This is an optimization exercise on Yosys and OpenROAD, whose aim is small area and a short achievable clock period, not a production implementation.
The RTL was checked by simulation tests, not by an equivalence proof against the original design.
No activity file was given, so power comes from the tool's default toggle rates.

$ cat flow/config.mk
export PLATFORM = sky130hd
export DESIGN_NAME = mac
export DESIGN_NICKNAME = mac
export VERILOG_FILES = /design/flow/design.v
export SDC_FILE = /design/flow/constraint.sdc
export NUM_CORES = 4
export LEC_CHECK = 0
export CAP_MARGIN = 20
export CORE_MARGIN = 2
export CORE_UTILIZATION = 40
export CTS_CLUSTER_DIAMETER = 80
export CTS_CLUSTER_SIZE = 30
export SETUP_SLACK_MARGIN = 4.2
export SLEW_MARGIN = 20
export SYNTH_HIERARCHICAL = 1
$ cat flow/constraint.sdc
create_clock -name core_clock -period 6.5 [get_ports {clk}]
set_input_delay 1.3000 -clock core_clock [delete_from_list [all_inputs] [get_ports {clk}]]
set_output_delay 1.3000 -clock core_clock [all_outputs]
set_load 0.01 [all_outputs]
$ cat flow/design.v
`timescale 1ns/1ps
module mac (
    input clk,
    input rst,
    input [15:0] a,
    input [15:0] b,
    input [31:0] acc_in,
    output [31:0] acc_out
);
reg [15:0] ar;
reg [7:0] one_r, two_r, neg_r;
reg b15r;
reg [91:0] t0;
reg [31:0] bs3;          
reg [6:0] bc3;           
reg [2:0] v;             
reg [31:0] t4;           
reg [6:0] g4;            
reg [31:0] s5;           
wire one_d0 = b[0] ^ 1'b0;
wire two_d0 = (b[1] & ~b[0] & ~1'b0) | (~b[1] & b[0] & 1'b0);
wire neg_d0 = b[1];
wire one0 = one_r[0];
wire two0 = two_r[0];
wire neg0 = neg_r[0];
wire one_d1 = b[2] ^ b[1];
wire two_d1 = (b[3] & ~b[2] & ~b[1]) | (~b[3] & b[2] & b[1]);
wire neg_d1 = b[3];
wire one1 = one_r[1];
wire two1 = two_r[1];
wire neg1 = neg_r[1];
wire one_d2 = b[4] ^ b[3];
wire two_d2 = (b[5] & ~b[4] & ~b[3]) | (~b[5] & b[4] & b[3]);
wire neg_d2 = b[5];
wire one2 = one_r[2];
wire two2 = two_r[2];
wire neg2 = neg_r[2];
wire one_d3 = b[6] ^ b[5];
wire two_d3 = (b[7] & ~b[6] & ~b[5]) | (~b[7] & b[6] & b[5]);
wire neg_d3 = b[7];
wire one3 = one_r[3];
wire two3 = two_r[3];
wire neg3 = neg_r[3];
wire one_d4 = b[8] ^ b[7];
wire two_d4 = (b[9] & ~b[8] & ~b[7]) | (~b[9] & b[8] & b[7]);
wire neg_d4 = b[9];
wire one4 = one_r[4];
wire two4 = two_r[4];
wire neg4 = neg_r[4];
wire one_d5 = b[10] ^ b[9];
wire two_d5 = (b[11] & ~b[10] & ~b[9]) | (~b[11] & b[10] & b[9]);
wire neg_d5 = b[11];
wire one5 = one_r[5];
wire two5 = two_r[5];
wire neg5 = neg_r[5];
wire one_d6 = b[12] ^ b[11];
wire two_d6 = (b[13] & ~b[12] & ~b[11]) | (~b[13] & b[12] & b[11]);
wire neg_d6 = b[13];
wire one6 = one_r[6];
wire two6 = two_r[6];
wire neg6 = neg_r[6];
wire one_d7 = b[14] ^ b[13];
wire two_d7 = (b[15] & ~b[14] & ~b[13]) | (~b[15] & b[14] & b[13]);
wire neg_d7 = b[15];
wire one7 = one_r[7];
wire two7 = two_r[7];
wire neg7 = neg_r[7];
wire pp0_0 = (one0 & ar[0]) ^ neg0;
wire pp0_1 = ((one0 & ar[1]) | (two0 & ar[0])) ^ neg0;
wire pp0_2 = ((one0 & ar[2]) | (two0 & ar[1])) ^ neg0;
wire pp0_3 = ((one0 & ar[3]) | (two0 & ar[2])) ^ neg0;
wire pp0_4 = ((one0 & ar[4]) | (two0 & ar[3])) ^ neg0;
wire pp0_5 = ((one0 & ar[5]) | (two0 & ar[4])) ^ neg0;
wire pp0_6 = ((one0 & ar[6]) | (two0 & ar[5])) ^ neg0;
wire pp0_7 = ((one0 & ar[7]) | (two0 & ar[6])) ^ neg0;
wire pp0_8 = ((one0 & ar[8]) | (two0 & ar[7])) ^ neg0;
wire pp0_9 = ((one0 & ar[9]) | (two0 & ar[8])) ^ neg0;
wire pp0_10 = ((one0 & ar[10]) | (two0 & ar[9])) ^ neg0;
wire pp0_11 = ((one0 & ar[11]) | (two0 & ar[10])) ^ neg0;
wire pp0_12 = ((one0 & ar[12]) | (two0 & ar[11])) ^ neg0;
wire pp0_13 = ((one0 & ar[13]) | (two0 & ar[12])) ^ neg0;
wire pp0_14 = ((one0 & ar[14]) | (two0 & ar[13])) ^ neg0;
wire pp0_15 = ((one0 & ar[15]) | (two0 & ar[14])) ^ neg0;
wire pp0_16 = (two0 & ar[15]) ^ neg0;
wire nsg0 = ~neg0;
wire pp1_0 = (one1 & ar[0]) ^ neg1;
wire pp1_1 = ((one1 & ar[1]) | (two1 & ar[0])) ^ neg1;
wire pp1_2 = ((one1 & ar[2]) | (two1 & ar[1])) ^ neg1;
wire pp1_3 = ((one1 & ar[3]) | (two1 & ar[2])) ^ neg1;
wire pp1_4 = ((one1 & ar[4]) | (two1 & ar[3])) ^ neg1;
wire pp1_5 = ((one1 & ar[5]) | (two1 & ar[4])) ^ neg1;
wire pp1_6 = ((one1 & ar[6]) | (two1 & ar[5])) ^ neg1;
wire pp1_7 = ((one1 & ar[7]) | (two1 & ar[6])) ^ neg1;
wire pp1_8 = ((one1 & ar[8]) | (two1 & ar[7])) ^ neg1;
wire pp1_9 = ((one1 & ar[9]) | (two1 & ar[8])) ^ neg1;
wire pp1_10 = ((one1 & ar[10]) | (two1 & ar[9])) ^ neg1;
wire pp1_11 = ((one1 & ar[11]) | (two1 & ar[10])) ^ neg1;
wire pp1_12 = ((one1 & ar[12]) | (two1 & ar[11])) ^ neg1;
wire pp1_13 = ((one1 & ar[13]) | (two1 & ar[12])) ^ neg1;
wire pp1_14 = ((one1 & ar[14]) | (two1 & ar[13])) ^ neg1;
wire pp1_15 = ((one1 & ar[15]) | (two1 & ar[14])) ^ neg1;
wire pp1_16 = (two1 & ar[15]) ^ neg1;
wire nsg1 = ~neg1;
wire pp2_0 = (one2 & ar[0]) ^ neg2;
wire pp2_1 = ((one2 & ar[1]) | (two2 & ar[0])) ^ neg2;
wire pp2_2 = ((one2 & ar[2]) | (two2 & ar[1])) ^ neg2;
wire pp2_3 = ((one2 & ar[3]) | (two2 & ar[2])) ^ neg2;
wire pp2_4 = ((one2 & ar[4]) | (two2 & ar[3])) ^ neg2;
wire pp2_5 = ((one2 & ar[5]) | (two2 & ar[4])) ^ neg2;
wire pp2_6 = ((one2 & ar[6]) | (two2 & ar[5])) ^ neg2;
wire pp2_7 = ((one2 & ar[7]) | (two2 & ar[6])) ^ neg2;
wire pp2_8 = ((one2 & ar[8]) | (two2 & ar[7])) ^ neg2;
wire pp2_9 = ((one2 & ar[9]) | (two2 & ar[8])) ^ neg2;
wire pp2_10 = ((one2 & ar[10]) | (two2 & ar[9])) ^ neg2;
wire pp2_11 = ((one2 & ar[11]) | (two2 & ar[10])) ^ neg2;
wire pp2_12 = ((one2 & ar[12]) | (two2 & ar[11])) ^ neg2;
wire pp2_13 = ((one2 & ar[13]) | (two2 & ar[12])) ^ neg2;
wire pp2_14 = ((one2 & ar[14]) | (two2 & ar[13])) ^ neg2;
wire pp2_15 = ((one2 & ar[15]) | (two2 & ar[14])) ^ neg2;
wire pp2_16 = (two2 & ar[15]) ^ neg2;
wire nsg2 = ~neg2;
wire pp3_0 = (one3 & ar[0]) ^ neg3;
wire pp3_1 = ((one3 & ar[1]) | (two3 & ar[0])) ^ neg3;
wire pp3_2 = ((one3 & ar[2]) | (two3 & ar[1])) ^ neg3;
wire pp3_3 = ((one3 & ar[3]) | (two3 & ar[2])) ^ neg3;
wire pp3_4 = ((one3 & ar[4]) | (two3 & ar[3])) ^ neg3;
wire pp3_5 = ((one3 & ar[5]) | (two3 & ar[4])) ^ neg3;
wire pp3_6 = ((one3 & ar[6]) | (two3 & ar[5])) ^ neg3;
wire pp3_7 = ((one3 & ar[7]) | (two3 & ar[6])) ^ neg3;
wire pp3_8 = ((one3 & ar[8]) | (two3 & ar[7])) ^ neg3;
wire pp3_9 = ((one3 & ar[9]) | (two3 & ar[8])) ^ neg3;
wire pp3_10 = ((one3 & ar[10]) | (two3 & ar[9])) ^ neg3;
wire pp3_11 = ((one3 & ar[11]) | (two3 & ar[10])) ^ neg3;
wire pp3_12 = ((one3 & ar[12]) | (two3 & ar[11])) ^ neg3;
wire pp3_13 = ((one3 & ar[13]) | (two3 & ar[12])) ^ neg3;
wire pp3_14 = ((one3 & ar[14]) | (two3 & ar[13])) ^ neg3;
wire pp3_15 = ((one3 & ar[15]) | (two3 & ar[14])) ^ neg3;
wire pp3_16 = (two3 & ar[15]) ^ neg3;
wire nsg3 = ~neg3;
wire pp4_0 = (one4 & ar[0]) ^ neg4;
wire pp4_1 = ((one4 & ar[1]) | (two4 & ar[0])) ^ neg4;
wire pp4_2 = ((one4 & ar[2]) | (two4 & ar[1])) ^ neg4;
wire pp4_3 = ((one4 & ar[3]) | (two4 & ar[2])) ^ neg4;
wire pp4_4 = ((one4 & ar[4]) | (two4 & ar[3])) ^ neg4;
wire pp4_5 = ((one4 & ar[5]) | (two4 & ar[4])) ^ neg4;
wire pp4_6 = ((one4 & ar[6]) | (two4 & ar[5])) ^ neg4;
wire pp4_7 = ((one4 & ar[7]) | (two4 & ar[6])) ^ neg4;
wire pp4_8 = ((one4 & ar[8]) | (two4 & ar[7])) ^ neg4;
wire pp4_9 = ((one4 & ar[9]) | (two4 & ar[8])) ^ neg4;
wire pp4_10 = ((one4 & ar[10]) | (two4 & ar[9])) ^ neg4;
wire pp4_11 = ((one4 & ar[11]) | (two4 & ar[10])) ^ neg4;
wire pp4_12 = ((one4 & ar[12]) | (two4 & ar[11])) ^ neg4;
wire pp4_13 = ((one4 & ar[13]) | (two4 & ar[12])) ^ neg4;
wire pp4_14 = ((one4 & ar[14]) | (two4 & ar[13])) ^ neg4;
wire pp4_15 = ((one4 & ar[15]) | (two4 & ar[14])) ^ neg4;
wire pp4_16 = (two4 & ar[15]) ^ neg4;
wire nsg4 = ~neg4;
wire pp5_0 = (one5 & ar[0]) ^ neg5;
wire pp5_1 = ((one5 & ar[1]) | (two5 & ar[0])) ^ neg5;
wire pp5_2 = ((one5 & ar[2]) | (two5 & ar[1])) ^ neg5;
wire pp5_3 = ((one5 & ar[3]) | (two5 & ar[2])) ^ neg5;
wire pp5_4 = ((one5 & ar[4]) | (two5 & ar[3])) ^ neg5;
wire pp5_5 = ((one5 & ar[5]) | (two5 & ar[4])) ^ neg5;
wire pp5_6 = ((one5 & ar[6]) | (two5 & ar[5])) ^ neg5;
wire pp5_7 = ((one5 & ar[7]) | (two5 & ar[6])) ^ neg5;
wire pp5_8 = ((one5 & ar[8]) | (two5 & ar[7])) ^ neg5;
wire pp5_9 = ((one5 & ar[9]) | (two5 & ar[8])) ^ neg5;
wire pp5_10 = ((one5 & ar[10]) | (two5 & ar[9])) ^ neg5;
wire pp5_11 = ((one5 & ar[11]) | (two5 & ar[10])) ^ neg5;
wire pp5_12 = ((one5 & ar[12]) | (two5 & ar[11])) ^ neg5;
wire pp5_13 = ((one5 & ar[13]) | (two5 & ar[12])) ^ neg5;
wire pp5_14 = ((one5 & ar[14]) | (two5 & ar[13])) ^ neg5;
wire pp5_15 = ((one5 & ar[15]) | (two5 & ar[14])) ^ neg5;
wire pp5_16 = (two5 & ar[15]) ^ neg5;
wire nsg5 = ~neg5;
wire pp6_0 = (one6 & ar[0]) ^ neg6;
wire pp6_1 = ((one6 & ar[1]) | (two6 & ar[0])) ^ neg6;
wire pp6_2 = ((one6 & ar[2]) | (two6 & ar[1])) ^ neg6;
wire pp6_3 = ((one6 & ar[3]) | (two6 & ar[2])) ^ neg6;
wire pp6_4 = ((one6 & ar[4]) | (two6 & ar[3])) ^ neg6;
wire pp6_5 = ((one6 & ar[5]) | (two6 & ar[4])) ^ neg6;
wire pp6_6 = ((one6 & ar[6]) | (two6 & ar[5])) ^ neg6;
wire pp6_7 = ((one6 & ar[7]) | (two6 & ar[6])) ^ neg6;
wire pp6_8 = ((one6 & ar[8]) | (two6 & ar[7])) ^ neg6;
wire pp6_9 = ((one6 & ar[9]) | (two6 & ar[8])) ^ neg6;
wire pp6_10 = ((one6 & ar[10]) | (two6 & ar[9])) ^ neg6;
wire pp6_11 = ((one6 & ar[11]) | (two6 & ar[10])) ^ neg6;
wire pp6_12 = ((one6 & ar[12]) | (two6 & ar[11])) ^ neg6;
wire pp6_13 = ((one6 & ar[13]) | (two6 & ar[12])) ^ neg6;
wire pp6_14 = ((one6 & ar[14]) | (two6 & ar[13])) ^ neg6;
wire pp6_15 = ((one6 & ar[15]) | (two6 & ar[14])) ^ neg6;
wire pp6_16 = (two6 & ar[15]) ^ neg6;
wire nsg6 = ~neg6;
wire pp7_0 = (one7 & ar[0]) ^ neg7;
wire pp7_1 = ((one7 & ar[1]) | (two7 & ar[0])) ^ neg7;
wire pp7_2 = ((one7 & ar[2]) | (two7 & ar[1])) ^ neg7;
wire pp7_3 = ((one7 & ar[3]) | (two7 & ar[2])) ^ neg7;
wire pp7_4 = ((one7 & ar[4]) | (two7 & ar[3])) ^ neg7;
wire pp7_5 = ((one7 & ar[5]) | (two7 & ar[4])) ^ neg7;
wire pp7_6 = ((one7 & ar[6]) | (two7 & ar[5])) ^ neg7;
wire pp7_7 = ((one7 & ar[7]) | (two7 & ar[6])) ^ neg7;
wire pp7_8 = ((one7 & ar[8]) | (two7 & ar[7])) ^ neg7;
wire pp7_9 = ((one7 & ar[9]) | (two7 & ar[8])) ^ neg7;
wire pp7_10 = ((one7 & ar[10]) | (two7 & ar[9])) ^ neg7;
wire pp7_11 = ((one7 & ar[11]) | (two7 & ar[10])) ^ neg7;
wire pp7_12 = ((one7 & ar[12]) | (two7 & ar[11])) ^ neg7;
wire pp7_13 = ((one7 & ar[13]) | (two7 & ar[12])) ^ neg7;
wire pp7_14 = ((one7 & ar[14]) | (two7 & ar[13])) ^ neg7;
wire pp7_15 = ((one7 & ar[15]) | (two7 & ar[14])) ^ neg7;
wire pp7_16 = (two7 & ar[15]) ^ neg7;
wire nsg7 = ~neg7;
wire pp8_0 = ar[0] & b15r;
wire pp8_1 = ar[1] & b15r;
wire pp8_2 = ar[2] & b15r;
wire pp8_3 = ar[3] & b15r;
wire pp8_4 = ar[4] & b15r;
wire pp8_5 = ar[5] & b15r;
wire pp8_6 = ar[6] & b15r;
wire pp8_7 = ar[7] & b15r;
wire pp8_8 = ar[8] & b15r;
wire pp8_9 = ar[9] & b15r;
wire pp8_10 = ar[10] & b15r;
wire pp8_11 = ar[11] & b15r;
wire pp8_12 = ar[12] & b15r;
wire pp8_13 = ar[13] & b15r;
wire pp8_14 = ar[14] & b15r;
wire pp8_15 = ar[15] & b15r;
wire s_1, c_2;
ha us_1 (.a(neg5), .b(pp0_10), .s(s_1), .co(c_2));
wire s_3, c_4;
ha us_3 (.a(pp0_11), .b(pp1_9), .s(s_3), .co(c_4));
wire s_5, c_6;
fa us_5 (.a(neg6), .b(pp0_12), .c(pp1_10), .s(s_5), .co(c_6));
wire s_7, c_8;
ha us_7 (.a(pp2_8), .b(pp3_6), .s(s_7), .co(c_8));
wire s_9, c_10;
fa us_9 (.a(pp0_13), .b(pp1_11), .c(pp2_9), .s(s_9), .co(c_10));
wire s_11, c_12;
ha us_11 (.a(pp3_7), .b(pp4_5), .s(s_11), .co(c_12));
wire s_13, c_14;
fa us_13 (.a(neg7), .b(pp0_14), .c(pp1_12), .s(s_13), .co(c_14));
wire s_15, c_16;
fa us_15 (.a(pp2_10), .b(pp3_8), .c(pp4_6), .s(s_15), .co(c_16));
wire s_17, c_18;
ha us_17 (.a(pp5_4), .b(pp6_2), .s(s_17), .co(c_18));
wire s_19, c_20;
fa us_19 (.a(pp0_15), .b(pp1_13), .c(pp2_11), .s(s_19), .co(c_20));
wire s_21, c_22;
fa us_21 (.a(pp3_9), .b(pp4_7), .c(pp5_5), .s(s_21), .co(c_22));
wire s_23, c_24;
ha us_23 (.a(pp6_3), .b(pp7_1), .s(s_23), .co(c_24));
wire s_25, c_26;
fa us_25 (.a(pp8_0), .b(pp0_16), .c(pp1_14), .s(s_25), .co(c_26));
wire s_27, c_28;
fa us_27 (.a(pp2_12), .b(pp3_10), .c(pp4_8), .s(s_27), .co(c_28));
wire s_29, c_30;
fa us_29 (.a(pp5_6), .b(pp6_4), .c(pp7_2), .s(s_29), .co(c_30));
wire s_31, c_32;
fa us_31 (.a(neg0), .b(pp8_1), .c(pp1_15), .s(s_31), .co(c_32));
wire s_33, c_34;
fa us_33 (.a(pp2_13), .b(pp3_11), .c(pp4_9), .s(s_33), .co(c_34));
wire s_35, c_36;
fa us_35 (.a(pp5_7), .b(pp6_5), .c(pp7_3), .s(s_35), .co(c_36));
wire s_37, c_38;
fa us_37 (.a(neg0), .b(pp8_2), .c(pp1_16), .s(s_37), .co(c_38));
wire s_39, c_40;
fa us_39 (.a(pp2_14), .b(pp3_12), .c(pp4_10), .s(s_39), .co(c_40));
wire s_41, c_42;
fa us_41 (.a(pp5_8), .b(pp6_6), .c(pp7_4), .s(s_41), .co(c_42));
wire s_43, c_44;
fa us_43 (.a(nsg1), .b(nsg0), .c(pp8_3), .s(s_43), .co(c_44));
wire s_45, c_46;
fa us_45 (.a(pp2_15), .b(pp3_13), .c(pp4_11), .s(s_45), .co(c_46));
wire s_47, c_48;
fa us_47 (.a(pp5_9), .b(pp6_7), .c(pp7_5), .s(s_47), .co(c_48));
wire s_49 = ~(pp8_4 ^ pp2_16);
wire c_50 = pp8_4 | pp2_16;
wire s_51, c_52;
fa us_51 (.a(pp3_14), .b(pp4_12), .c(pp5_10), .s(s_51), .co(c_52));
wire s_53, c_54;
ha us_53 (.a(pp6_8), .b(pp7_6), .s(s_53), .co(c_54));
wire s_55, c_56;
fa us_55 (.a(nsg2), .b(pp8_5), .c(pp3_15), .s(s_55), .co(c_56));
wire s_57, c_58;
fa us_57 (.a(pp4_13), .b(pp5_11), .c(pp6_9), .s(s_57), .co(c_58));
wire s_59 = ~(pp8_6 ^ pp3_16);
wire c_60 = pp8_6 | pp3_16;
wire s_61, c_62;
ha us_61 (.a(pp4_14), .b(pp5_12), .s(s_61), .co(c_62));
wire s_63, c_64;
fa us_63 (.a(nsg3), .b(pp8_7), .c(pp4_15), .s(s_63), .co(c_64));
wire s_65 = ~pp8_8;
wire c_66 = pp8_8;
wire s_67, c_68;
ha us_67 (.a(neg3), .b(pp0_6), .s(s_67), .co(c_68));
wire s_69, c_70;
ha us_69 (.a(pp0_7), .b(pp1_5), .s(s_69), .co(c_70));
wire s_71, c_72;
fa us_71 (.a(neg4), .b(pp0_8), .c(pp1_6), .s(s_71), .co(c_72));
wire s_73, c_74;
ha us_73 (.a(pp2_4), .b(pp3_2), .s(s_73), .co(c_74));
wire s_75, c_76;
fa us_75 (.a(pp0_9), .b(pp1_7), .c(pp2_5), .s(s_75), .co(c_76));
wire s_77, c_78;
ha us_77 (.a(pp3_3), .b(pp4_1), .s(s_77), .co(c_78));
wire s_79, c_80;
fa us_79 (.a(pp1_8), .b(pp2_6), .c(pp3_4), .s(s_79), .co(c_80));
wire s_81, c_82;
fa us_81 (.a(pp4_2), .b(pp5_0), .c(s_1), .s(s_81), .co(c_82));
wire s_83, c_84;
fa us_83 (.a(pp2_7), .b(pp3_5), .c(pp4_3), .s(s_83), .co(c_84));
wire s_85, c_86;
fa us_85 (.a(pp5_1), .b(c_2), .c(s_3), .s(s_85), .co(c_86));
wire s_87, c_88;
fa us_87 (.a(pp4_4), .b(pp5_2), .c(pp6_0), .s(s_87), .co(c_88));
wire s_89, c_90;
fa us_89 (.a(c_4), .b(s_7), .c(s_5), .s(s_89), .co(c_90));
wire s_91, c_92;
fa us_91 (.a(pp5_3), .b(pp6_1), .c(c_8), .s(s_91), .co(c_92));
wire s_93, c_94;
fa us_93 (.a(s_11), .b(c_6), .c(s_9), .s(s_93), .co(c_94));
wire s_95, c_96;
fa us_95 (.a(pp7_0), .b(c_12), .c(s_17), .s(s_95), .co(c_96));
wire s_97, c_98;
fa us_97 (.a(c_10), .b(s_13), .c(s_15), .s(s_97), .co(c_98));
wire s_99, c_100;
fa us_99 (.a(c_18), .b(s_23), .c(c_14), .s(s_99), .co(c_100));
wire s_101, c_102;
fa us_101 (.a(c_16), .b(s_19), .c(s_21), .s(s_101), .co(c_102));
wire s_103, c_104;
fa us_103 (.a(c_24), .b(c_20), .c(c_22), .s(s_103), .co(c_104));
wire s_105, c_106;
fa us_105 (.a(s_25), .b(s_27), .c(s_29), .s(s_105), .co(c_106));
wire s_107, c_108;
fa us_107 (.a(c_26), .b(c_28), .c(c_30), .s(s_107), .co(c_108));
wire s_109, c_110;
fa us_109 (.a(s_31), .b(s_33), .c(s_35), .s(s_109), .co(c_110));
wire s_111, c_112;
fa us_111 (.a(c_32), .b(c_34), .c(c_36), .s(s_111), .co(c_112));
wire s_113, c_114;
fa us_113 (.a(s_37), .b(s_39), .c(s_41), .s(s_113), .co(c_114));
wire s_115, c_116;
fa us_115 (.a(s_43), .b(c_38), .c(c_40), .s(s_115), .co(c_116));
wire s_117, c_118;
fa us_117 (.a(c_42), .b(s_45), .c(s_47), .s(s_117), .co(c_118));
wire s_119, c_120;
fa us_119 (.a(c_44), .b(s_49), .c(s_53), .s(s_119), .co(c_120));
wire s_121, c_122;
fa us_121 (.a(c_46), .b(c_48), .c(s_51), .s(s_121), .co(c_122));
wire s_123, c_124;
fa us_123 (.a(pp7_7), .b(c_50), .c(c_54), .s(s_123), .co(c_124));
wire s_125, c_126;
fa us_125 (.a(c_52), .b(s_55), .c(s_57), .s(s_125), .co(c_126));
wire s_127, c_128;
fa us_127 (.a(pp6_10), .b(pp7_8), .c(s_59), .s(s_127), .co(c_128));
wire s_129, c_130;
fa us_129 (.a(s_61), .b(c_56), .c(c_58), .s(s_129), .co(c_130));
wire s_131, c_132;
fa us_131 (.a(pp5_13), .b(pp6_11), .c(pp7_9), .s(s_131), .co(c_132));
wire s_133, c_134;
fa us_133 (.a(c_60), .b(c_62), .c(s_63), .s(s_133), .co(c_134));
wire s_135, c_136;
fa us_135 (.a(s_65), .b(pp4_16), .c(pp5_14), .s(s_135), .co(c_136));
wire s_137, c_138;
fa us_137 (.a(pp6_12), .b(pp7_10), .c(c_64), .s(s_137), .co(c_138));
wire s_139, c_140;
fa us_139 (.a(nsg4), .b(c_66), .c(pp8_9), .s(s_139), .co(c_140));
wire s_141, c_142;
fa us_141 (.a(pp5_15), .b(pp6_13), .c(pp7_11), .s(s_141), .co(c_142));
wire s_143 = ~(pp8_10 ^ pp5_16);
wire c_144 = pp8_10 | pp5_16;
wire s_145, c_146;
ha us_145 (.a(pp6_14), .b(pp7_12), .s(s_145), .co(c_146));
wire s_147, c_148;
fa us_147 (.a(nsg5), .b(pp8_11), .c(pp6_15), .s(s_147), .co(c_148));
wire s_149 = ~pp8_12;
wire c_150 = pp8_12;
wire s_151, c_152;
ha us_151 (.a(neg2), .b(pp0_4), .s(s_151), .co(c_152));
wire s_153, c_154;
ha us_153 (.a(pp0_5), .b(pp1_3), .s(s_153), .co(c_154));
wire s_155, c_156;
fa us_155 (.a(pp1_4), .b(pp2_2), .c(pp3_0), .s(s_155), .co(c_156));
wire s_157, c_158;
fa us_157 (.a(pp2_3), .b(pp3_1), .c(c_68), .s(s_157), .co(c_158));
wire s_159, c_160;
fa us_159 (.a(pp4_0), .b(c_70), .c(s_73), .s(s_159), .co(c_160));
wire s_161, c_162;
fa us_161 (.a(c_74), .b(s_77), .c(c_72), .s(s_161), .co(c_162));
wire s_163, c_164;
fa us_163 (.a(c_78), .b(c_76), .c(s_79), .s(s_163), .co(c_164));
wire s_165, c_166;
fa us_165 (.a(c_80), .b(s_83), .c(c_82), .s(s_165), .co(c_166));
wire s_167, c_168;
fa us_167 (.a(c_84), .b(s_87), .c(c_86), .s(s_167), .co(c_168));
wire s_169, c_170;
fa us_169 (.a(c_88), .b(s_91), .c(c_90), .s(s_169), .co(c_170));
wire s_171, c_172;
fa us_171 (.a(c_92), .b(s_95), .c(c_94), .s(s_171), .co(c_172));
wire s_173, c_174;
fa us_173 (.a(c_96), .b(c_98), .c(s_99), .s(s_173), .co(c_174));
wire s_175, c_176;
fa us_175 (.a(c_100), .b(c_102), .c(s_103), .s(s_175), .co(c_176));
wire s_177, c_178;
fa us_177 (.a(c_104), .b(c_106), .c(s_107), .s(s_177), .co(c_178));
wire s_179, c_180;
fa us_179 (.a(c_108), .b(c_110), .c(s_111), .s(s_179), .co(c_180));
wire s_181, c_182;
fa us_181 (.a(c_112), .b(c_114), .c(s_115), .s(s_181), .co(c_182));
wire s_183, c_184;
fa us_183 (.a(c_116), .b(s_119), .c(c_118), .s(s_183), .co(c_184));
wire s_185, c_186;
fa us_185 (.a(c_120), .b(s_123), .c(c_122), .s(s_185), .co(c_186));
wire s_187, c_188;
fa us_187 (.a(c_124), .b(s_127), .c(c_126), .s(s_187), .co(c_188));
wire s_189, c_190;
fa us_189 (.a(s_131), .b(c_128), .c(c_130), .s(s_189), .co(c_190));
wire s_191, c_192;
fa us_191 (.a(c_132), .b(s_135), .c(c_134), .s(s_191), .co(c_192));
wire s_193, c_194;
fa us_193 (.a(s_139), .b(c_136), .c(s_141), .s(s_193), .co(c_194));
wire s_195, c_196;
fa us_195 (.a(c_140), .b(s_143), .c(s_145), .s(s_195), .co(c_196));
wire s_197, c_198;
fa us_197 (.a(pp7_13), .b(c_144), .c(c_146), .s(s_197), .co(c_198));
wire s_199, c_200;
fa us_199 (.a(s_149), .b(pp6_16), .c(pp7_14), .s(s_199), .co(c_200));
wire s_201, c_202;
fa us_201 (.a(nsg6), .b(c_150), .c(pp8_13), .s(s_201), .co(c_202));
wire s_203 = ~pp8_14;
wire c_204 = pp8_14;
wire s_205, c_206;
ha us_205 (.a(t0[3]), .b(t0[4]), .s(s_205), .co(c_206));
wire s_207, c_208;
ha us_207 (.a(t0[6]), .b(t0[7]), .s(s_207), .co(c_208));
wire s_209, c_210;
fa us_209 (.a(t0[8]), .b(t0[9]), .c(t0[10]), .s(s_209), .co(c_210));
wire s_211, c_212;
fa us_211 (.a(t0[11]), .b(t0[12]), .c(t0[13]), .s(s_211), .co(c_212));
wire s_213, c_214;
fa us_213 (.a(t0[14]), .b(t0[15]), .c(t0[16]), .s(s_213), .co(c_214));
wire s_215, c_216;
fa us_215 (.a(t0[17]), .b(t0[18]), .c(t0[19]), .s(s_215), .co(c_216));
wire s_217, c_218;
fa us_217 (.a(t0[20]), .b(t0[21]), .c(t0[22]), .s(s_217), .co(c_218));
wire s_219, c_220;
fa us_219 (.a(t0[23]), .b(t0[24]), .c(t0[25]), .s(s_219), .co(c_220));
wire s_221, c_222;
fa us_221 (.a(t0[26]), .b(t0[27]), .c(t0[28]), .s(s_221), .co(c_222));
wire s_223, c_224;
fa us_223 (.a(t0[29]), .b(t0[30]), .c(t0[31]), .s(s_223), .co(c_224));
wire s_225, c_226;
fa us_225 (.a(t0[32]), .b(t0[33]), .c(t0[34]), .s(s_225), .co(c_226));
wire s_227, c_228;
fa us_227 (.a(t0[35]), .b(t0[36]), .c(t0[37]), .s(s_227), .co(c_228));
wire s_229, c_230;
fa us_229 (.a(t0[38]), .b(t0[39]), .c(t0[40]), .s(s_229), .co(c_230));
wire s_231, c_232;
fa us_231 (.a(t0[41]), .b(t0[42]), .c(t0[43]), .s(s_231), .co(c_232));
wire s_233, c_234;
fa us_233 (.a(t0[44]), .b(t0[45]), .c(t0[46]), .s(s_233), .co(c_234));
wire s_235, c_236;
fa us_235 (.a(t0[47]), .b(t0[48]), .c(t0[49]), .s(s_235), .co(c_236));
wire s_237, c_238;
fa us_237 (.a(t0[50]), .b(t0[51]), .c(t0[52]), .s(s_237), .co(c_238));
wire s_239, c_240;
fa us_239 (.a(t0[53]), .b(t0[54]), .c(t0[55]), .s(s_239), .co(c_240));
wire s_241, c_242;
fa us_241 (.a(t0[56]), .b(t0[57]), .c(t0[58]), .s(s_241), .co(c_242));
wire s_243, c_244;
fa us_243 (.a(t0[59]), .b(t0[60]), .c(t0[61]), .s(s_243), .co(c_244));
wire s_245, c_246;
fa us_245 (.a(t0[62]), .b(t0[63]), .c(t0[64]), .s(s_245), .co(c_246));
wire s_247, c_248;
fa us_247 (.a(t0[65]), .b(t0[66]), .c(t0[67]), .s(s_247), .co(c_248));
wire s_249, c_250;
fa us_249 (.a(t0[68]), .b(t0[69]), .c(t0[70]), .s(s_249), .co(c_250));
wire s_251, c_252;
fa us_251 (.a(t0[71]), .b(t0[72]), .c(t0[73]), .s(s_251), .co(c_252));
wire s_253, c_254;
fa us_253 (.a(t0[74]), .b(t0[75]), .c(t0[76]), .s(s_253), .co(c_254));
wire s_255, c_256;
fa us_255 (.a(t0[77]), .b(t0[78]), .c(t0[79]), .s(s_255), .co(c_256));
wire s_257, c_258;
fa us_257 (.a(t0[80]), .b(t0[81]), .c(t0[82]), .s(s_257), .co(c_258));
wire s_259, c_260;
fa us_259 (.a(t0[83]), .b(t0[84]), .c(t0[85]), .s(s_259), .co(c_260));
wire s_261, c_262;
fa us_261 (.a(t0[86]), .b(t0[87]), .c(t0[88]), .s(s_261), .co(c_262));
wire s_263, c_264;
fa us_263 (.a(t0[89]), .b(t0[90]), .c(t0[91]), .s(s_263), .co(c_264));
wire [31:0] row0 = {c_262, c_260, c_258, c_256, c_254, c_252, c_250, c_248, c_246, c_244, c_242, c_240, c_238, c_236, c_234, c_232, c_230, c_228, c_226, c_224, c_222, c_220, c_218, c_216, c_214, c_212, c_210, c_208, c_206, s_205, t0[2], t0[0]};
wire [31:0] row1 = {s_263, s_261, s_259, s_257, s_255, s_253, s_251, s_249, s_247, s_245, s_243, s_241, s_239, s_237, s_235, s_233, s_231, s_229, s_227, s_225, s_223, s_221, s_219, s_217, s_215, s_213, s_211, s_209, s_207, t0[5], 1'b0, t0[1]};
wire [4:0] cs_0 = {1'b0, row0[3:0]} + {1'b0, row1[3:0]};
wire [4:0] cs_1 = {1'b0, row0[7:4]} + {1'b0, row1[7:4]};
wire [4:0] cs_2 = {1'b0, row0[11:8]} + {1'b0, row1[11:8]};
wire [4:0] cs_3 = {1'b0, row0[15:12]} + {1'b0, row1[15:12]};
wire [4:0] cs_4 = {1'b0, row0[19:16]} + {1'b0, row1[19:16]};
wire [4:0] cs_5 = {1'b0, row0[23:20]} + {1'b0, row1[23:20]};
wire [4:0] cs_6 = {1'b0, row0[27:24]} + {1'b0, row1[27:24]};
wire [4:0] cs_7 = {1'b0, row0[31:28]} + {1'b0, row1[31:28]};
wire [31:0] bs_d = {cs_7[3:0], cs_6[3:0], cs_5[3:0], cs_4[3:0], cs_3[3:0], cs_2[3:0], cs_1[3:0], cs_0[3:0]};
wire [6:0] bc_d = {cs_6[4], cs_5[4], cs_4[4], cs_3[4], cs_2[4], cs_1[4], cs_0[4]};
wire [31:0] xg = bs3 & {32{v[2]}};
wire [6:0] cg = bc3 & {7{v[2]}};
wire [4:0] bs_0 = {1'b0, xg[3:0]} + {1'b0, acc_in[3:0]};
wire [4:0] bs_1 = {1'b0, xg[7:4]} + {1'b0, acc_in[7:4]} + {4'd0, cg[0]};
wire [4:0] bs_2 = {1'b0, xg[11:8]} + {1'b0, acc_in[11:8]} + {4'd0, cg[1]};
wire [4:0] bs_3 = {1'b0, xg[15:12]} + {1'b0, acc_in[15:12]} + {4'd0, cg[2]};
wire [4:0] bs_4 = {1'b0, xg[19:16]} + {1'b0, acc_in[19:16]} + {4'd0, cg[3]};
wire [4:0] bs_5 = {1'b0, xg[23:20]} + {1'b0, acc_in[23:20]} + {4'd0, cg[4]};
wire [4:0] bs_6 = {1'b0, xg[27:24]} + {1'b0, acc_in[27:24]} + {4'd0, cg[5]};
wire [4:0] bs_7 = {1'b0, xg[31:28]} + {1'b0, acc_in[31:28]} + {4'd0, cg[6]};
wire [31:0] gsp = {1'b0, 1'b0, 1'b0, g4[6], 1'b0, 1'b0, 1'b0, g4[5], 1'b0, 1'b0, 1'b0, g4[4], 1'b0, 1'b0, 1'b0, g4[3], 1'b0, 1'b0, 1'b0, g4[2], 1'b0, 1'b0, 1'b0, g4[1], 1'b0, 1'b0, 1'b0, g4[0], 1'b0, 1'b0, 1'b0, 1'b0};
wire [31:0] sum = t4 + gsp;
always @(posedge clk) begin
    ar <= a;
    one_r <= {one_d7, one_d6, one_d5, one_d4, one_d3, one_d2, one_d1, one_d0};
    two_r <= {two_d7, two_d6, two_d5, two_d4, two_d3, two_d2, two_d1, two_d0};
    neg_r <= {neg_d7, neg_d6, neg_d5, neg_d4, neg_d3, neg_d2, neg_d1, neg_d0};
    b15r <= b[15];
    t0 <= {pp8_15, nsg7, c_204, pp7_16, s_203, c_202, pp7_15, s_201, c_200, c_148, s_199, c_198, s_147, s_197, c_196, c_142, s_195, c_194, c_138, s_193, c_192, s_137, s_191, c_190, s_133, s_189, c_188, s_129, s_187, c_186, s_125, s_185, c_184, s_121, s_183, c_182, s_117, s_181, c_180, s_113, s_179, c_178, s_109, s_177, c_176, s_105, s_175, c_174, s_101, s_173, c_172, s_97, s_171, c_170, s_93, s_169, c_168, s_89, s_167, c_166, s_85, s_165, c_164, s_81, s_163, c_162, s_75, s_161, c_160, s_71, s_159, c_158, s_69, s_157, c_156, s_67, s_155, c_154, pp2_1, s_153, c_152, pp2_0, pp1_2, s_151, pp1_1, pp0_3, pp1_0, pp0_2, neg1, pp0_1, pp0_0, neg0};
    bs3 <= bs_d;
    bc3 <= bc_d;
end
always @(posedge clk or posedge rst) begin
  if (rst) v <= 3'd0;
  else v <= {v[1:0], 1'b1};
end
always @(posedge clk or posedge rst) begin
  if (rst) begin
    t4 <= 32'd0; g4 <= 7'd0; s5 <= 32'd0;
  end else begin
    t4 <= {bs_7[3:0], bs_6[3:0], bs_5[3:0], bs_4[3:0], bs_3[3:0], bs_2[3:0], bs_1[3:0], bs_0[3:0]};
    g4 <= {bs_6[4], bs_5[4], bs_4[4], bs_3[4], bs_2[4], bs_1[4], bs_0[4]};
    s5 <= sum;
  end
end
assign acc_out = s5;
endmodule
module fa (input a, input b, input c, output s, output co);
  assign s = a ^ b ^ c;
  assign co = (a & b) | (a & c) | (b & c);
endmodule
module ha (input a, input b, output s, output co);
  assign s = a ^ b;
  assign co = a & b;
endmodule
$ cat flow/flow/run.sh
#!/bin/bash
# Layout flow: the standard layout (standard.sh), with buf_2 cells as the
# port buffers instead of the default choice. Everything else is unchanged.
set -eo pipefail
export BUFFER_PORTS_ARGS="-buffer_cell sky130_fd_sc_hd__buf_2"
bash standard.sh > standard.log 2>&1
$ cat flow/standard.sh
#!/bin/bash
# synth_recipe.tcl (not shown) runs the flow's synth.tcl, then flattens the netlist and writes it again
# the make line also repeats each setting of config.mk as NAME=value (left out here)
make -C /OpenROAD-flow-scripts/flow DESIGN_CONFIG=/design/flow/config.mk WORK_HOME=/design/flow/orfs CLKGATE_MAP_FILE= SYNTH_SCRIPT=/design/flow/synth_recipe.tcl "${@:-finish}"
==> results of run 1 <==
-- layer usage --
layer	track usage	up-vias	part of all wire
li1	-	4146	-
met1	0.234	4239	0.45
met2	0.273	302	0.46
met3	0.0326	50	0.069
met4	0.0475	0	0.026
met5	0	-	0
-- what timing repair did --
action | CTS | global route
endpoints found under the setup margin | 102 | 55
cloned | 1 | 0
pin swaps | 31 | 34
buffers inserted | 69 | 46
gates resized for setup | 98 | 25
-- registers in the layout, indices dropped and copies added, names as in the netlist --
register  count
bs3          32
v             3
one_r         8
g4            7
two_r         8
s5           32
bc3           7
ar           16
t4           32
neg_r         8
t0           92
-- cell type report --
cell class                      count  area [µm²]
Timing Repair Buffer              219        1670
Clock inverter                      9         109
Fill cell                        2977       16900
Tap cell                          448         561
Multi-Input combinational cell    769        8140
Inverter                           68         304
Clock buffer                       16         379
Sequential cell                   245        5410
-- report_power, final --
part,internal [mW],leakage [nW],switching [mW]
logic,1.51,4.65,1.45
registers,2.13,2.32,0.350
clock network,0.460,0.241,0.555
total,4.10,7.21,2.35
-- critical path: cells and delay by family, from the launching register on --
| family | cells | cell delay, ns |
|---|---|---|
| buffers and inverters | 1 | 0.17 |
| adder cells (fa/ha/maj) | 3 | 1.33 |
| AO/OA/AOI/OAI | 1 | 0.21 |
| XOR/XNOR | 1 | 0.15 |
| flip-flops | 1 | 0.36 |
-- metrics by stage --
| step | setup slack, ns | hold WS (ns) |
|---|---|---|
| 3_5_place_dp | 3.52 | 0.336 |
| 5_1_grt | 4.07 | 0.369 |
| 6_report | 4.14 | 0.354 |
| 4_1_cts | 4.14 | 0.358 |
| 2_1_floorplan | 4.12 | 0.329 |
| 3_3_place_gp | 3.50 | 0.332 |
-- per-module statistics from Yosys (local to each module, per instance) --
module / cells / times used
ha: 1 / 17
fa: 1 / 109
mac: 1042 / 1
-- path summary, 6_finish.rpt --
path	end	slack (ns)	cells past startpoint
worst max register to register	t0[39]	4.14	6
worst min register to register	v[2]	0.35	0
worst min-delay path	v[2]	0.35	0
min in group asynchronous	s5[1]	1.09	3
worst max-delay path	t0[39]	4.14	6
max in group asynchronous	v[2]	4.78	3
-- cells by family (layout without fill, tap and decap cells) --
| family | after synthesis | count (layout) | synth area share |
|---|---|---|---|
| flip-flops | 245 | 245 | 0.389 |
| buffers and inverters | 154 | 312 | 0.0433 |
| XOR/XNOR | 201 | 201 | 0.130 |
| other | 1 | 1 | 0.000277 |
| adder cells (fa/ha/maj) | 214 | 214 | 0.270 |
| AO/OA/AOI/OAI | 206 | 206 | 0.109 |
| AND/OR/NAND/NOR | 147 | 147 | 0.0586 |
-- placed cells by master, fill, tap and decap left out, types with 20 or more instances in the layout --
cell     netlist  final
xnor2_1      176    160
dfxtp_1      171    135
buf_2          7     96
buf_4          0     95
fa_1         131     94
ha_1          83     83
a22oi_1      120     74
dfrtp_1       74     73
inv_1         68     61
nand2_1       54     54
a22oi_2        0     46
fa_2           0     37
dfxtp_4        0     34
a21o_1        31     31
and2_1        28     28
xor2_1        25     25
a21oi_1       20     20
==> flow_summary.yaml, run 1 <==
timing:
  slew_violations: 0
  fin_crit_ns: 2.36
  slew_headroom: 0.398
  hold_viol_final: 0
  rsz0062_at_grt: "yes"
  finalClockSkew_ns: 0.0143
  max_freq_mhz: 424
  period_share: 0.363
  tightest_slew_ns: 0.904
  finalSetupTns_ns: 0
  setup_viol: 0
worst_setup_path:
  cp_data_arrival_time_ns: 2.74
  critPathKind: "register to register"
  crit_path_cell_trace: "buf_4, a22oi_2, xnor2_2, fa_2, fa_2, fa_1"
  setup.worst_path.start_class: "register"
  slowest_stage: "fa_2"
  cp.required_ns: 6.88
  timing.rr.start: "ar[13]"
  worstSetupStartpoint: "ar[13]"
  critPathCaptureType: "register"
  path_common_cell: "fa_2"
  slowest_delay_ns: 0.52
  worstPathMaxFanout: 5
layout:
  layout-drive-gt1-share: 0.297
  n_antenna_cell: 0
  syn2layout_area_growth_pct: 22.2
  nNetsFinal: 1598
  postLayoutCellArea_um2: 16600
  fin_util: 0.495
  fin_cells: 1774
cts:
  clk_pin_slew_ns: 0.10
  clock_sink_count: 245
  tritoncts: "yes"
  cts_buffers: 15
  clock_path_buffers: 3
  cts_root_buffer: "clkbuf_16"
  ctsHoldBuffers: 0
  clock_latency_ns: 0.51
  cts.htree.levels: 1
global_route:
  grt_pass1_wl_um: 47700
  grt_use_total: 0.170
  grt_pass1_vias: 8903
  grt.overflow.total: 0
  grt_max_degree: 75
  antenna_found_initial: 0
floorplanning:
  core_area_um2: 33400
  ios: 98
  dieWidth_um: 188
  die_h_um: 188
  row_count: 67
  fp.dieArea_um2: 35400
  initial_utilization: 0.405
route:
  vias: 8737
  vias_per_cell: 4.93
  drt-initial-drc-count: 625
  drcViolationCount: 0
  ant_nets: 0
  wl_um: 30400
  wl_per_cell_um: 17.2
  drt_first_pass_iters: 5
power_and_ir_drop:
  peakVddDrop_uv: 228
  powerDensity_nw_per_um2: 390
  leakage_nw: 7.21
  p_total_mw: 6.46
synthesis:
  yosys_warnings: 7
  synth_top_area_frac: 0.253
  synth_area_leaders: "dfxtp_1 (25%), fa_1 (19%), dfrtp_1 (14%)"
  yosysUniqueCellTypes: 46
  postSynth.asyncResetShare: 0.302
  synth_top_flop_cell: "dfxtp_1"
  synth_area_um2: 13600
  synth_cells: 1168
  yosys-top-cells-count: "xnor2_1 (176), dfxtp_1 (171), fa_1 (131), a22oi_1 (120), ha_1 (83)"
  syn_avg_cell_area_um2: 11.6
  synth_edf_count: 0
  synth_most_common_cell: "xnor2_1"
  ys_ff_latch: 245
  ys_seq_area_frac: 0.389
  syn_nets: 1448
  yosys.area.top_type: "dfxtp_1"
placed_design:
  hpwl_um: 20100
  placement.cell_area_um2: 14600
  finalWeightedCongestion: 0.849
  port_buffers: 97
  place_inst: 1633
hold_path:
  min_from: "v[1]"
  hold_path.class: "register to register"
job:
  cap_violations: 0
outcome:
  status: "timing/DRC/antenna clean"
==> run 2, diff against run 1 <==
--- a/flow/config.mk
+++ b/flow/config.mk
@@ -10,6 +10,6 @@
 export CORE_UTILIZATION = 40
 export CTS_CLUSTER_DIAMETER = 80
 export CTS_CLUSTER_SIZE = 30
-export SETUP_SLACK_MARGIN = 4.2
+export SETUP_SLACK_MARGIN = 4
 export SLEW_MARGIN = 20
 export SYNTH_HIERARCHICAL = 1
==> run 2 against run 1 <==
Net effect: register-to-register slack lost 0.04 ns; largest cell class unchanged; cell count decreased by 6.5%; setup slack worse by 0.043 ns; power fell by 3.0%; count of clock-buffer cells in the layout up 2; sequential cell count stayed put; still clean; synthesized cell count is the same.
==> flow_summary.yaml, run 2 <==
hold_path:
  min_from: "v[1]"
  hold_path.class: "register to register"
  hold-path-cell-count: 0
  hold_end: "v[2]"
layout:
  syn2layout_area_growth_pct: 10.3
  nNetsFinal: 1482
  final_common_cell: "xnor2_1"
  layout_common_cells: "xnor2_1 (176), dfxtp_1 (136), fa_1 (131)"
  top_register: "t0"
  postLayoutCellArea_um2: 15000
  largest_reg_flops: 92
  layout-drive-gt1-share: 0.143
  fin_cells: 1659
  fin_util: 0.447
  fillers: 3073
floorplanning:
  initial_utilization: 0.405
  die_h_um: 188
  row_count: 67
  core_area_um2: 33400
  fp.dieArea_um2: 35400
  ios: 98
  dieWidth_um: 188
cts:
  cts_buffers: 15
  clock_sink_count: 245
  tritoncts: "yes"
  clock_path_buffers: 3
  cts_root_buffer: "clkbuf_16"
  cts.htree.levels: 1
  clk_pin_slew_ns: 0.09
  clock_latency_ns: 0.50
power_and_ir_drop:
  leakage_nw: 6.47
  peakVddDrop_uv: 172
  powerDensity_nw_per_um2: 419
global_route:
  grt_use_total: 0.163
  grt_pass1_vias: 8687
  grt_pass1_wl_um: 46500
  grt_max_degree: 75
  antenna_found_initial: 1
  grt.overflow.total: 0
worst_setup_path:
  critPathKind: "register to register"
  rrSetupSlack_ns: 4.10
  timing.rr.start: "neg_r[1]"
  cp_data_arrival_time_ns: 2.78
  r2r_end: "t0[54]"
  worstPathMaxFanout: 19
  worstSetupStartpoint: "neg_r[1]"
  r2r_cells: 5
  cp.required_ns: 6.87
  setup.worst_path.start_class: "register"
  critPathCaptureType: "register"
placed_design:
  port_buffers: 97
  finalWeightedCongestion: 0.883
  placement.cell_area_um2: 14300
  hpwl_um: 19900
  place_inst: 1633
timing:
  hold_ws_ns: 0.345
  tightest_slew_ns: 0.897
  slew_headroom: 0.402
  max_freq_mhz: 416
  period_share: 0.370
  slew_violations: 0
  finalSetupTns_ns: 0
  finalClockSkew_ns: 0.0169
  hold_viol_final: 0
  setup_viol: 0
  rsz0062_at_grt: "no"
  fin_crit_ns: 2.40
synthesis:
  synth_cells: 1168
  ys_ff_latch: 245
  synth_top_flop_cell: "dfxtp_1"
  synth_most_common_cell: "xnor2_1"
  syn_avg_cell_area_um2: 11.6
  synth_area_um2: 13600
  synth_area_leaders: "dfxtp_1 (25%), fa_1 (19%), dfrtp_1 (14%)"
  syn_nets: 1448
  yosys_warnings: 7
  postSynth.asyncResetShare: 0.302
  synth_edf_count: 0
  synth_top_area_frac: 0.253
  yosys-top-cells-count: "xnor2_1 (176), dfxtp_1 (171), fa_1 (131), a22oi_1 (120), ha_1 (83)"
  ys_seq_area_frac: 0.389
  yosysUniqueCellTypes: 46
  yosys.area.top_type: "dfxtp_1"
outcome:
  status: "timing/DRC/antenna clean"
route:
  vias: 8207
  drt-met1-wl_um: 12800
  wl_met2_um: 12400
  wl_per_cell_um: 16.9
  vias_per_cell: 4.95
  met3_length_um: 2250
  drt_first_pass_iters: 6
  drcViolationCount: 0
  top_layer_used: "met4"
  wl_um: 28100
  drt-initial-drc-count: 721
  ant_nets: 0
job:
  cap_violations: 0
==> run 2: changes by cell type in the layout (fill, tap and decap cells not counted), moves of 8 or more <==
cell,change
fa_2,-37
a22oi_1,+46
buf_6,-8
buf_12,-16
fa_1,+37
a22oi_2,-46
xnor2_1,+16
xnor2_2,-16
buf_4,-91
==> run 2: cells by family after synthesis <==
kind of cell / synth area share
buffers and inverters: 0.0433
flip-flops: 0.389
XOR/XNOR: 0.130
other: 0.000277
AND/OR/NAND/NOR: 0.0586
AO/OA/AOI/OAI: 0.109
adder cells (fa/ha/maj): 0.270
==> run 2: worst max-delay path, stage by stage (launching register included) <==
cell and delay [ns]:
dfxtp_1 0.31, buf_4 0.35, inv_1 0.11, fa_1 0.54, fa_1 0.57, fa_1 0.40
==> run 2: layer usage <==
metal  track usage  vias to the layer above
met5             0                        -
met4        0.0457                        0
met3        0.0322                       42
met2         0.256                      301
met1         0.231                     3960
li1              -                     3904
==> run 2: through the flow <==
step / total power, mW / setup slack [ns]
global route: 6.86 / 4.00
global placement: 5.23 / 3.57
floorplan: 4.55 / 4.01
finish: 6.26 / 4.10
CTS: 6.37 / 4.00
detailed placement: 5.32 / 3.56
==> run 2: what timing repair did <==
item | in CTS | in global routing
cloned | 0 | 0
resized for setup | 43 | 29
hold buffers | 0 | 0
setup endpoints to repair | 39 | 17
buffers inserted | 0 | 0
==> run 2: power by group <==
| part | switching (mW) | internal (mW) | total [mW] |
|---|---|---|---|
| combinational | 1.36 | 1.38 | 2.74 |
| sequential | 0.373 | 2.13 | 2.50 |
| clock | 0.535 | 0.485 | 1.02 |
==> run 2: area by class of cell <==
cell class | count | area [µm²] | share of cell area
timing repair buffer | 103 | 538 | 0.0360
tap | 448 | 561 | 0.0375
inverter | 68 | 259 | 0.0173
sequential | 245 | 5410 | 0.361
antenna | 1 | 2.50 | 0.000167
multi-input combinational | 769 | 7690 | 0.514
clock buffer | 18 | 417 | 0.0279
clock inverter | 7 | 81.3 | 0.00544
==> run 2: Yosys stat by module, one instance, submodules excluded <==
module	times used	area, µm²	cells	flops+latches
mac	1	11200	1042	245
fa	109	20.0	1	0
ha	17	12.5	1	0
==> run 2: worst max-delay path by stage <==
stage,depth (start not counted),to,slack (ns)
floorplan,7,t0[51],4.01
global placement,6,t0[57],3.57
detailed placement,6,t0[57],3.56
CTS,5,t0[51],4.00
global route,5,t0[54],4.00
finish,5,t0[54],4.10

-- port drivers added, routing unchanged --
The flow's constraints put no driver on any port. The routed layouts listed below were extracted and timed again, unchanged, in two steps. Step 1 (the two cells are an assumption about what drives the block):
set clk [get_ports {clk}]
set_driving_cell -lib_cell sky130_fd_sc_hd__clkbuf_16 $clk
set_driving_cell -lib_cell sky130_fd_sc_hd__buf_2 [delete_from_list [all_inputs] $clk]
Step 2 also shifts input and output timing later by t, the mid clock arrival at the registers, as if the neighbouring blocks saw the same clock. Slacks: ideal / step 1 / step 2; pairs: ideal / step 1.
run | shift t [ns] | slack for setup (ns) | worst hold slack (ns) | worst setup path at the end | pins driven straight from the clock port
run 1 | 0.551 | 4.140 / 4.124 / 3.894 | 0.354 / 0.354 / 0.354 | input to register | 1
run 2 | 0.531 | 4.098 / 4.098 / 3.816 | 0.345 / 0.345 / 0.345 | input to register | 1
After both steps every run listed still meets setup and hold. The setup slack of run 2, which loses most, moves by 0.000 ns with the drivers and by -0.282 ns with both steps.
